From an optimization exercise on the open Yosys and OpenROAD flow, aimed at small area, a short achievable clock period and few clock cycles; shortcuts taken in it are not production practice. Only simulation tests tie the RTL to the original design; equivalence was not proved. Power and IR drop assume default switching activity.

$ cat design/flow/design.v
`timescale 1ns / 1ps
module Mips16(clk, reset, imem_addr, imem_data, dmem_addr, dmem_wdata, dmem_we,
              dmem_rdata, dout, wb_en, wb_reg, halted);
input clk, reset;
input [15:0] imem_data, dmem_rdata;
output [8:0] imem_addr, dmem_addr;
output [15:0] dmem_wdata, dout;
output dmem_we, wb_en, halted;
output [2:0] wb_reg;
wire [15:0] inst_if_id, write_data, rd1, rd2, alu_result, sign_ext;
wire [8:0] pc1_if_id;
wire valid_if_id;
wire zero, pc_src, stall, stop;
wire regwrite, alusrc, branch, bne, memwrite, memtoreg, halt, use_rs, use_rt;
wire [2:0] dest, rs, rt;
wire [8:0] branch_target;
reg [2:0] write_reg_mem_wb;
reg regwrite_mem_wb;
reg stop_fetch;
IF i_f(
	.clk(clk),
	.reset(reset),
	.pc_src(pc_src),
	.branch_address(branch_target),
	.stall(stall),
	.stop(stop),
	.flush(pc_src),
	.imem_addr(imem_addr),
	.imem_data(imem_data),
	.inst_if_id(inst_if_id),
	.pc1_if_id(pc1_if_id),
	.valid_if_id(valid_if_id));
ID i_d(
	.clk(clk),
	.reset(reset),
	.sign_ext(sign_ext),
	.rd_data1(rd1),
	.rd_data2(rd2),
	.instin(inst_if_id),
	.valid(valid_if_id),
	.writedata(write_data),
	.regwrite_in(regwrite_mem_wb),
	.write_reg(write_reg_mem_wb),
	.regwrite(regwrite),
	.dest(dest),
	.alusrc(alusrc),
	.branch(branch),
	.bne(bne),
	.memwrite(memwrite),
	.memtoreg(memtoreg),
	.halt(halt),
	.use_rs(use_rs),
	.use_rt(use_rt),
	.rs(rs),
	.rt(rt));
reg [15:0] sign_ext_id_ex, rd1_id_ex, rd2_id_ex;
reg [8:0] pc1_id_ex;
reg [3:0] funtc;
reg [2:0] opc;
reg [2:0] rs_id_ex, rt_id_ex, write_reg_id_ex;
reg alusrc_id_ex, regwrite_id_ex, branch_id_ex, bne_id_ex, memwrite_id_ex,
    memtoreg_id_ex, halt_id_ex, use_rs_id_ex, use_rt_id_ex;
assign stall = memtoreg_id_ex && regwrite_id_ex &&
               ((use_rs && rs == write_reg_id_ex) || (use_rt && rt == write_reg_id_ex));
assign stop = stop_fetch || (halt && !pc_src);
always @(posedge clk) begin
	if (reset || pc_src || stall) begin
		regwrite_id_ex <= 1'b0;
		branch_id_ex <= 1'b0;
		memwrite_id_ex <= 1'b0;
		memtoreg_id_ex <= 1'b0;
		halt_id_ex <= 1'b0;
	end
	else begin
		regwrite_id_ex <= regwrite;
		branch_id_ex <= branch;
		memwrite_id_ex <= memwrite;
		memtoreg_id_ex <= memtoreg;
		halt_id_ex <= halt;
	end
	sign_ext_id_ex <= sign_ext;
	rd1_id_ex <= rd1;
	rd2_id_ex <= rd2;
	pc1_id_ex <= pc1_if_id;
	opc <= inst_if_id[15:13];
	funtc <= inst_if_id[3:0];
	alusrc_id_ex <= alusrc;
	bne_id_ex <= bne;
	use_rs_id_ex <= use_rs;
	use_rt_id_ex <= use_rt;
	rs_id_ex <= rs;
	rt_id_ex <= rt;
	write_reg_id_ex <= dest;
end
always @(posedge clk) begin
	if (reset)
		stop_fetch <= 1'b0;
	else if (stop)
		stop_fetch <= 1'b1;
end
wire [1:0] fwdALU1, fwdALU2;  
reg [2:0] write_reg_ex_mem;
reg regwrite_ex_mem;
reg [15:0] aluresult_ex_mem;
forwarding_unit fwd (.regwrite_ex_mem(regwrite_ex_mem),
							.regwrite_mem_wb(regwrite_mem_wb),
							.rs_id_ex(rs_id_ex),
							.rt_id_ex(rt_id_ex),
							.rd_ex_mem(write_reg_ex_mem),
							.rd_mem_wb(write_reg_mem_wb),
							.fwdALU1(fwdALU1),
							.fwdALU2(fwdALU2));
reg [15:0] data_1, data_2, rd_2;
always @* begin
	data_1 = rd1_id_ex;
	rd_2 = rd2_id_ex;
	if (use_rs_id_ex && fwdALU1 == 1)
		data_1 = aluresult_ex_mem;
	else if (use_rs_id_ex && fwdALU1 == 2)
		data_1 = write_data;
	if (use_rt_id_ex && fwdALU2 == 1)
		rd_2 = aluresult_ex_mem;
	else if (use_rt_id_ex && fwdALU2 == 2)
		rd_2 = write_data;
	data_2 = rd_2;
	if (alusrc_id_ex)
		data_2 = sign_ext_id_ex;
end
ALU alu(
	.data_1(data_1),
	.data_2(data_2),
	.opcode(opc),
	.funct(funtc),
	.alu_result(alu_result),
	.zero(zero)
	);
assign pc_src = branch_id_ex & (zero ^ bne_id_ex);
assign branch_target = pc1_id_ex + sign_ext_id_ex[8:0];
reg [15:0] rd2_ex_mem;
reg memwrite_ex_mem, memtoreg_ex_mem, halt_ex_mem;
always @(posedge clk) begin
	if (reset) begin
		regwrite_ex_mem <= 1'b0;
		memwrite_ex_mem <= 1'b0;
		memtoreg_ex_mem <= 1'b0;
		halt_ex_mem <= 1'b0;
	end
	else begin
		regwrite_ex_mem <= regwrite_id_ex;
		memwrite_ex_mem <= memwrite_id_ex;
		memtoreg_ex_mem <= memtoreg_id_ex;
		halt_ex_mem <= halt_id_ex;
	end
	write_reg_ex_mem <= write_reg_id_ex;
	aluresult_ex_mem <= alu_result;
	rd2_ex_mem <= rd_2;
end
assign dmem_addr = aluresult_ex_mem[8:0];
assign dmem_wdata = rd2_ex_mem;
assign dmem_we = memwrite_ex_mem;
reg [15:0] memdata_mem_wb, aluresult_mem_wb;
reg memtoreg_mem_wb, halted_r;
always @(posedge clk) begin
	if (reset) begin
		regwrite_mem_wb <= 1'b0;
		halted_r <= 1'b0;
	end
	else begin
		regwrite_mem_wb <= regwrite_ex_mem;
		if (halt_ex_mem)
			halted_r <= 1'b1;
	end
	memdata_mem_wb <= dmem_rdata;
	aluresult_mem_wb <= aluresult_ex_mem;
	write_reg_mem_wb <= write_reg_ex_mem;
	memtoreg_mem_wb <= memtoreg_ex_mem;
end
WB w_b(
	.memtoreg(memtoreg_mem_wb),
	.rd_data_mem(memdata_mem_wb),
	.rd_data_alu(aluresult_mem_wb),
	.write_data(write_data));
assign dout = write_data;
assign wb_en = regwrite_mem_wb;
assign wb_reg = write_reg_mem_wb;
assign halted = halted_r;
endmodule
`timescale 1ns / 1ps
module IF(clk, reset, pc_src, branch_address, stall, stop, flush,
          imem_addr, imem_data, inst_if_id, pc1_if_id, valid_if_id);
	input clk, reset, pc_src, stall, stop, flush;
	input [8:0] branch_address;
	input [15:0] imem_data;
	output [8:0] imem_addr;
	output [15:0] inst_if_id;
	output [8:0] pc1_if_id;
	output valid_if_id;
	reg [8:0] counter;
	reg [15:0] inst_if_id;
	reg [8:0] pc1_if_id;
	reg valid_if_id;
	wire [8:0] next_address = counter + 9'd1;
	assign imem_addr = counter;
	always @(posedge clk) begin
		if (reset)
			counter <= 9'b000000000;
		else if (pc_src)
			counter <= branch_address;
		else if (!(stall || stop))
			counter <= next_address;
	end
	always @(posedge clk) begin
		if (reset || flush || (stop && !stall)) begin
			valid_if_id <= 1'b0;
			inst_if_id <= 16'h0000;
		end
		else if (!stall) begin
			valid_if_id <= 1'b1;
			inst_if_id <= imem_data;
			pc1_if_id <= next_address;
		end
	end
endmodule
`timescale 1ns / 1ps
module ID(
	clk,
	reset,
	sign_ext,
	rd_data1,
	rd_data2,
	instin,
	valid,
	writedata,
	regwrite_in,
	write_reg,
	regwrite,
	dest,
	alusrc,
	branch,
	bne,
	memwrite,
	memtoreg,
	halt,
	use_rs,
	use_rt,
	rs,
	rt);
input clk, reset, regwrite_in, valid;
input [15:0] instin;
input [15:0] writedata;
input [2:0] write_reg;
output [15:0] sign_ext;
output [15:0] rd_data1, rd_data2;
output regwrite, alusrc, branch, bne, memwrite, memtoreg, halt, use_rs, use_rt;
output [2:0] dest, rs, rt;
wire [2:0] op, rd;
wire [3:0] func;
wire [6:0] immediate;
reg [15:0] regdata, regdata2;
reg [15:0] sign_ext, rd_data1, rd_data2;
reg regwrite, alusrc, branch, bne, memwrite, memtoreg, halt, use_rs, use_rt;
reg [2:0] dest;
reg [15:0] a, b, c, d, e, f, g;
assign op = instin[15:13];
assign rs = instin[12:10];
assign rt = instin[9:7];
assign rd = instin[6:4];
assign func = instin[3:0];
assign immediate = instin[6:0];
always @* begin
	sign_ext[15:7] = 9'b000000000;
	sign_ext[6:0] = immediate;
	if(immediate[6] == 1)
		sign_ext[15:7] = 9'b111111111;
end
always @* begin
	regdata = 16'h0000;
	regdata2 = 16'h0000;
	case(rs)
		3'b000: regdata = 16'h0000;
		3'b001: regdata = a;
		3'b010: regdata = b;
		3'b011: regdata = c;
		3'b100: regdata = d;
		3'b101: regdata = e;
		3'b110: regdata = f;
		3'b111: regdata = g;
	endcase
	case(rt)
		3'b000: regdata2 = 16'h0000;
		3'b001: regdata2 = a;
		3'b010: regdata2 = b;
		3'b011: regdata2 = c;
		3'b100: regdata2 = d;
		3'b101: regdata2 = e;
		3'b110: regdata2 = f;
		3'b111: regdata2 = g;
	endcase
	if (regwrite_in && write_reg != 3'b000 && write_reg == rs)
		regdata = writedata;
	if (regwrite_in && write_reg != 3'b000 && write_reg == rt)
		regdata2 = writedata;
end
always @* begin
	rd_data1 = regdata;
	rd_data2 = regdata2;
	if(op == 3'b000 && (func == 4'b0000 || func == 4'b0111)) begin
		rd_data1[15:3] = 13'b0000000000000;
		rd_data1[2:0] = rs;
	end
end
always @(posedge clk) begin
	if(reset) begin
		a <= 16'h0000;
		b <= 16'h0000;
		c <= 16'h0000;
		d <= 16'h0000;
		e <= 16'h0000;
		f <= 16'h0000;
		g <= 16'h0000;
	end
	else if(regwrite_in == 1) begin
		case(write_reg)
			3'b001: a <= writedata;
			3'b010: b <= writedata;
			3'b011: c <= writedata;
			3'b100: d <= writedata;
			3'b101: e <= writedata;
			3'b110: f <= writedata;
			3'b111: g <= writedata;
			default: ;
		endcase
	end
end
always @* begin
	regwrite = 0;
	alusrc = 0;
	branch = 0;
	bne = 0;
	memwrite = 0;
	memtoreg = 0;
	halt = 0;
	use_rs = 0;
	use_rt = 0;
	dest = rt;
	case(op)
		3'b000: begin
			dest = rd;
			if (func == 4'b1111)
				halt = 1;
			else begin
				regwrite = 1;
				use_rt = !func[3];
				use_rs = !func[3] && !(func == 4'b0000 || func == 4'b0111);
			end
		end
		3'b001, 3'b010, 3'b011: begin
			alusrc = 1;
			regwrite = 1;
			use_rs = 1;
		end
		3'b100, 3'b101: begin
			branch = 1;
			bne = op[0];
			use_rs = 1;
			use_rt = 1;
		end
		3'b110: begin
			alusrc = 1;
			regwrite = 1;
			memtoreg = 1;
			use_rs = 1;
		end
		3'b111: begin
			alusrc = 1;
			memwrite = 1;
			use_rs = 1;
			use_rt = 1;
		end
	endcase
	if (!valid) begin
		regwrite = 0;
		branch = 0;
		memwrite = 0;
		memtoreg = 0;
		halt = 0;
		use_rs = 0;
		use_rt = 0;
	end
	if (dest == 3'b000)
		regwrite = 0;
end
endmodule
`timescale 1ns / 1ps
module ALU(data_1, data_2, opcode, funct, alu_result, zero);
input [15:0] data_1, data_2;
input [2:0] opcode;
input [3:0] funct;
output [15:0] alu_result;
output zero;
reg add;
always @* begin
	add = 0;
	if ((opcode == 3'b000 && funct == 4'b0001) || (opcode == 3'b001) || (opcode == 3'b110) || (opcode == 3'b111)) begin
		add = 1;
	end
end
wire [15:0] adder_out = add ? (data_1 + data_2) : (data_1 - data_2);
wire [15:0] mem_adder_out = data_1 + data_2;
reg [15:0] alu_result;
always @* begin
	alu_result = 16'h0000;
	if ((opcode == 3'b000 && (funct == 4'b0001 || funct == 4'b0010)) || (opcode == 3'b001) || (opcode == 3'b100) || (opcode == 3'b101)) begin
		alu_result = adder_out;
	end
	else if (opcode == 3'b000 && funct == 4'b0011) begin
		alu_result = (data_1 & data_2);
	end
	else if ((opcode == 3'b000 && funct == 4'b0100) || (opcode == 3'b010)) begin
		alu_result = (data_1 | data_2);
	end
	else if (opcode == 3'b000 && funct == 4'b0101) begin
		alu_result = (data_1 ^ data_2);
	end
	else if ((opcode == 3'b000 && funct == 4'b0110) || (opcode == 3'b011)) begin
		if (data_1 < data_2) begin
			alu_result = 16'h0001;
		end
		else begin
			alu_result = 16'h0000;
		end
	end
	else if (opcode == 3'b000 && funct == 4'b0000) begin
		alu_result = (data_2 << data_1);
	end
	else if (opcode == 3'b000 && funct == 4'b0111) begin
		alu_result = (data_2 >> data_1);
	end
	else if (opcode == 3'b110 || opcode == 3'b111) begin
		alu_result = mem_adder_out;
	end
end
reg zero;
always @* begin
	zero = 1'b0;
	if (alu_result == 16'h0000) begin
		zero = 1'b1;
	end
end
endmodule
`timescale 1ns / 1ps
module WB(
	memtoreg,
	rd_data_mem,
	rd_data_alu,
	write_data
    );
input memtoreg;
input [15:0] rd_data_mem, rd_data_alu;
output [15:0] write_data;
reg[15:0] write_data;
always @* begin
	write_data = rd_data_alu;
	case(memtoreg)
		1'b1:
			write_data = rd_data_mem;
	endcase
end
endmodule
`timescale 1ns / 1ps
module forwarding_unit(regwrite_ex_mem, regwrite_mem_wb, rs_id_ex, rt_id_ex,
                       rd_ex_mem, rd_mem_wb, fwdALU1, fwdALU2);
input regwrite_ex_mem, regwrite_mem_wb;
input [2:0] rs_id_ex, rt_id_ex, rd_ex_mem, rd_mem_wb;
output [1:0] fwdALU1, fwdALU2;
reg [1:0] fwdALU1, fwdALU2;
always @* begin
	fwdALU1 = 2'd0;
	fwdALU2 = 2'd0;
	if (regwrite_ex_mem && rd_ex_mem != 3'b000 && rd_ex_mem == rs_id_ex)
		fwdALU1 = 2'd1;
	else if (regwrite_mem_wb && rd_mem_wb != 3'b000 && rd_mem_wb == rs_id_ex)
		fwdALU1 = 2'd2;
	if (regwrite_ex_mem && rd_ex_mem != 3'b000 && rd_ex_mem == rt_id_ex)
		fwdALU2 = 2'd1;
	else if (regwrite_mem_wb && rd_mem_wb != 3'b000 && rd_mem_wb == rt_id_ex)
		fwdALU2 = 2'd2;
end
endmodule
$ cat design/flow/run.sh
#!/bin/bash
# synth_recipe.tcl (not shown) runs the flow's synth.tcl, then flattens the netlist and writes it again
# the make line also repeats each setting of config.mk as NAME=value (left out here)
make -C /OpenROAD-flow-scripts/flow DESIGN_CONFIG=/design/flow/config.mk WORK_HOME=/design/flow/orfs CLKGATE_MAP_FILE= SYNTH_SCRIPT=/design/flow/synth_recipe.tcl finish
$ cat design/flow/config.mk
export PLATFORM = sky130hd
export DESIGN_NAME = Mips16
export DESIGN_NICKNAME = Mips16
export VERILOG_FILES = /design/flow/design.v
export SDC_FILE = /design/flow/constraint.sdc
export NUM_CORES = 4
export LEC_CHECK = 0
export CAP_MARGIN = 20
export CORE_MARGIN = 2
export CORE_UTILIZATION = 40
export SLEW_MARGIN = 20
$ cat design/flow/constraint.sdc
create_clock -name core_clock -period 7.0 [get_ports {clk}]
set_input_delay 1.4000 -clock core_clock [delete_from_list [all_inputs] [get_ports {clk}]]
set_output_delay 1.4000 -clock core_clock [all_outputs]
set_load 0.01 [all_outputs]
==> notes.md <==
==> layout by cell type (no fill, tap or decap), types with 17 or more instances in the layout <==
cell type / count
dfxtp_1: 281
nor2_1: 229
a211oi_1: 124
nand2_1: 120
clkdlybuf4s50_1: 88
o21ai_0: 86
a21oi_1: 79
inv_1: 78
buf_4: 70
mux2i_1: 69
ha_1: 58
a31oi_1: 46
xnor2_1: 42
a22oi_1: 39
mux2_2: 35
clkbuf_16: 35
nor4_1: 31
o22ai_1: 30
o31ai_1: 27
nor3_1: 25
nor2b_1: 24
nor4_2: 23
nand3_1: 22
xor2_1: 21
a221oi_1: 21
mux4_2: 19
nand2b_1: 17
==> worst max-delay path by stage <==
stage,cells past startpoint,slack (ns),end,start
floorplan,24,0.47,i_f.pc1_if_id[0],write_reg_ex_mem[1]
global placement,22,0.69,i_f.counter[2],memtoreg_mem_wb
detailed placement,21,0.52,i_f.counter[1],write_reg_mem_wb[2]
CTS,21,0.49,i_f.counter[1],write_reg_mem_wb[2]
global route,21,0.04,i_f.pc1_if_id[4],write_reg_mem_wb[2]
finish,21,0.44,i_f.counter[2],write_reg_ex_mem[2]
==> per-stage QoR <==
stage | power (mW) | cell area [sq um] | hold WS [ns]
global route | 4.82 | 19900 | 0.349
floorplan | 2.42 | 17300 | 0.310
CTS | 4.67 | 19900 | 0.345
detailed placement | 2.84 | 18800 | 0.332
global placement | 2.85 | 18800 | 0.326
finish | 4.66 | 19900 | 0.343
==> critical path: stages, from the launching register on <==
cell       delay (ns)
dfxtp_1          0.52
xor2_1           0.32
or4_1            0.53
a31oi_1          0.30
o31ai_2          0.61
inv_1            0.24
fa_1             0.50
nor2b_1          0.17
o2111ai_1        0.28
nand3b_1         0.14
or3_1            0.32
o211ai_1         0.08
o21ai_0          0.13
a21o_1           0.22
a211oi_1         0.36
o21ai_1          0.15
nor3_1           0.21
and4_1           0.28
nand4b_2         0.20
mux2i_4          0.26
buf_4            0.24
mux2_2           0.35
==> final cells by class <==
type / count / area, sq um / area share [%]
clock inverter: 11 / 124 / 0.622
sequential: 294 / 5980 / 30.0
timing repair buffer: 158 / 1410 / 7.06
clock buffer: 49 / 1010 / 5.06
tap: 585 / 732 / 3.68
multi-input combinational: 1438 / 10300 / 52.0
inverter: 83 / 312 / 1.56
==> where the power goes <==
part	total, mW	switching (mW)	leakage (nW)	internal (mW)
Combinational	0.963	0.616	4.31	0.347
Sequential	1.87	0.104	2.42	1.77
Clock	1.83	0.745	0.550	1.08
==> routing by layer <==
metal  global-route usage (%)  vias to the layer above  wire (um)
met1                     39.9                     7722      28500
met4                     13.0                        0       3230
met2                     44.5                      737      29100
li1                         -                     7380          -
met5                        0                        -          0
met3                     5.58                      152       5320
==> kinds of logic after synthesis <==
group | count (synthesis) | synth area share (%)
AOI/OAI and AO/OA | 599 | 24.5
xor gates and xnor gates | 63 | 3.19
adders and majority gates | 60 | 4.43
buffers and inverters | 245 | 6.03
DFF | 294 | 34.6
muxes | 140 | 10.6
and+or+nand+nor | 576 | 16.7
==> what timing repair did <==
| item | 4_1_cts | 5_1_grt |
|---|---|---|
| setup buffers | 0 | 0 |
| gates resized for setup | 0 | 2 |
| hold buffers | 0 | 0 |
| endpoints found under the setup margin | 0 | 11 |
==> results.sh <==
export IMPL_reg2reg_depth=21
export IMPL_ir_drop_v=0.000162
export IMPL_htreeDepth=2
export IMPL_synth_top_area_share_pct=33.0
export IMPL_fin_util_pct=46.4
export IMPL_nFillCells=4080
export IMPL_synth_area_leaders="dfxtp_1 (33%), a211oi_1 (5.4%), nor2_1 (5.1%)"
export IMPL_tritoncts="built"
export IMPL_worstPathArrival_ns=6.98
export IMPL_fp_dieW_um=212
export IMPL_synth_seq_area_share_pct=34.6
export IMPL_p_leak_nw=7.28
export IMPL_synth_distinct_cells=100
export IMPL_skew_ns=0.0164
export IMPL_dp_hpwl_mm=48.2
export IMPL_vias=16000
export IMPL_maxSlewViolCount=0
export IMPL_yosys_warnings=6
export IMPL_syn2layout_area_growth_pct=15.2
export IMPL_setup_viol=0
export IMPL_timing_slew_headroom_pct=25.2
export IMPL_worstHoldPathCells=0
export IMPL_clk_path_buf_depth=3
export IMPL_crit_required_ns=7.42
export IMPL_synth_edf_count=9
export IMPL_cts_root_buf="clkbuf_16"
export IMPL_period_share_pct=93.6
export IMPL_r2r_start="write_reg_ex_mem[2]"
export IMPL_detail_route_wl_per_cell_um=25.3
export IMPL_rows=76
export IMPL_r2r_end="i_f.counter[2]"
export IMPL_drtAntennaViolNets=0
export IMPL_grt_overflow=0
export IMPL_grt_pass1_wl_mm=98.4
export IMPL_setup_tns_ns=0
export IMPL_synth_largest_area_cell="dfxtp_1"
export IMPL_cts_reportedPaths_clkPinSlew_ns=0.06
export IMPL_die_h_um=212
export IMPL_first_global_vias=15100
export IMPL_nets=2104
export IMPL_grt_setup_unrepaired="no"
export IMPL_port_buffer_count=89
export IMPL_hp_class="flip-flop to flip-flop"
export IMPL_initial_core_util_pct=40.3
export IMPL_min_period_ns=6.56
export IMPL_rrSetupSlack_ns=0.44
export IMPL_critPathMaxFanout=16
export IMPL_synth_top_cells_by_count="dfxtp_1 (285), nor2_1 (236), a211oi_1 (125)"
export IMPL_startpoint_type="flip-flop"
export IMPL_cap_violations=0
export IMPL_detail_route_first_pass_iterations=7
export IMPL_powerDensity_nw_per_um2=234
export IMPL_synthArstFlopShare_pct=0
export IMPL_clk_latency_ns=0.54
export IMPL_ys_seq_elements=294
export IMPL_yosys_cell_count_top_type="dfxtp_1"
export IMPL_cts_buffers=35
export IMPL_path_class="flip-flop to flip-flop"
export IMPL_outcome="no timing/DRC/antenna violations"
export IMPL_synthCells=1977
export IMPL_clock_sinks=294
export IMPL_antenna_found_initial=1
export IMPL_finalHoldViolations=0
export IMPL_die_area_sq_um=44900
export IMPL_fmax_ghz=0.153
export IMPL_syn_nets=2071
export IMPL_worst_setup_path_end_kind="flip-flop"
export IMPL_tightestPinTransition_ns=1.12
export IMPL_min_from="i_f.pc1_if_id[1]"
export IMPL_fin_ws_ns=0.445
export IMPL_pre_cts_ws_ns=0.522
export IMPL_drc_errors=0
export IMPL_vias_per_cell=6.11
export IMPL_stdcell_count=2618
export IMPL_routed_wl_mm=66.2
export IMPL_drt_iter0_drc=1853
export IMPL_io_pins=90
export IMPL_synthesis_area_sq_um=17300
export IMPL_worstHoldEndpoint="pc1_id_ex[1]"
export IMPL_diodes=0
export IMPL_core_area_sq_um=42900
export IMPL_placed_cells=2558
export IMPL_layout_drive_gt1_share_pct=13.6
export IMPL_grt_max_degree=92
export IMPL_gp_congestion=0.993
export IMPL_ys_flop_type="dfxtp_1"
export IMPL_synth_avg_cell_area_sq_um=8.74
export IMPL_globalRouteTotalUtil_pct=29.1
Testbench counts, summed over its fixed seeds: cycles 18,817.

re-timing with driven ports:
Ports are ideal in the flow. The routed layout listed here was re-timed in OpenROAD. Step 1, drivers: a clkbuf_16 drives clk and a buf_2 each remaining input, both assumed. Step 2, shift: input delay + t, output delay - t, t = (earliest + latest rising clock arrival at the registers) / 2. This alone moves slack from input paths to output paths. a / b / c = ideal / step 1 / step 2; a / b = the first two.
t, ns: 0.595
setup slack, ns: 0.445 / 0.445 / 0.445
worst data-port slew with drivers (ns): 0.07
After both steps setup and hold are still met in this run. For this run, drivers alone change the setup slack by 0.000 ns; drivers and shift together by 0.000 ns.
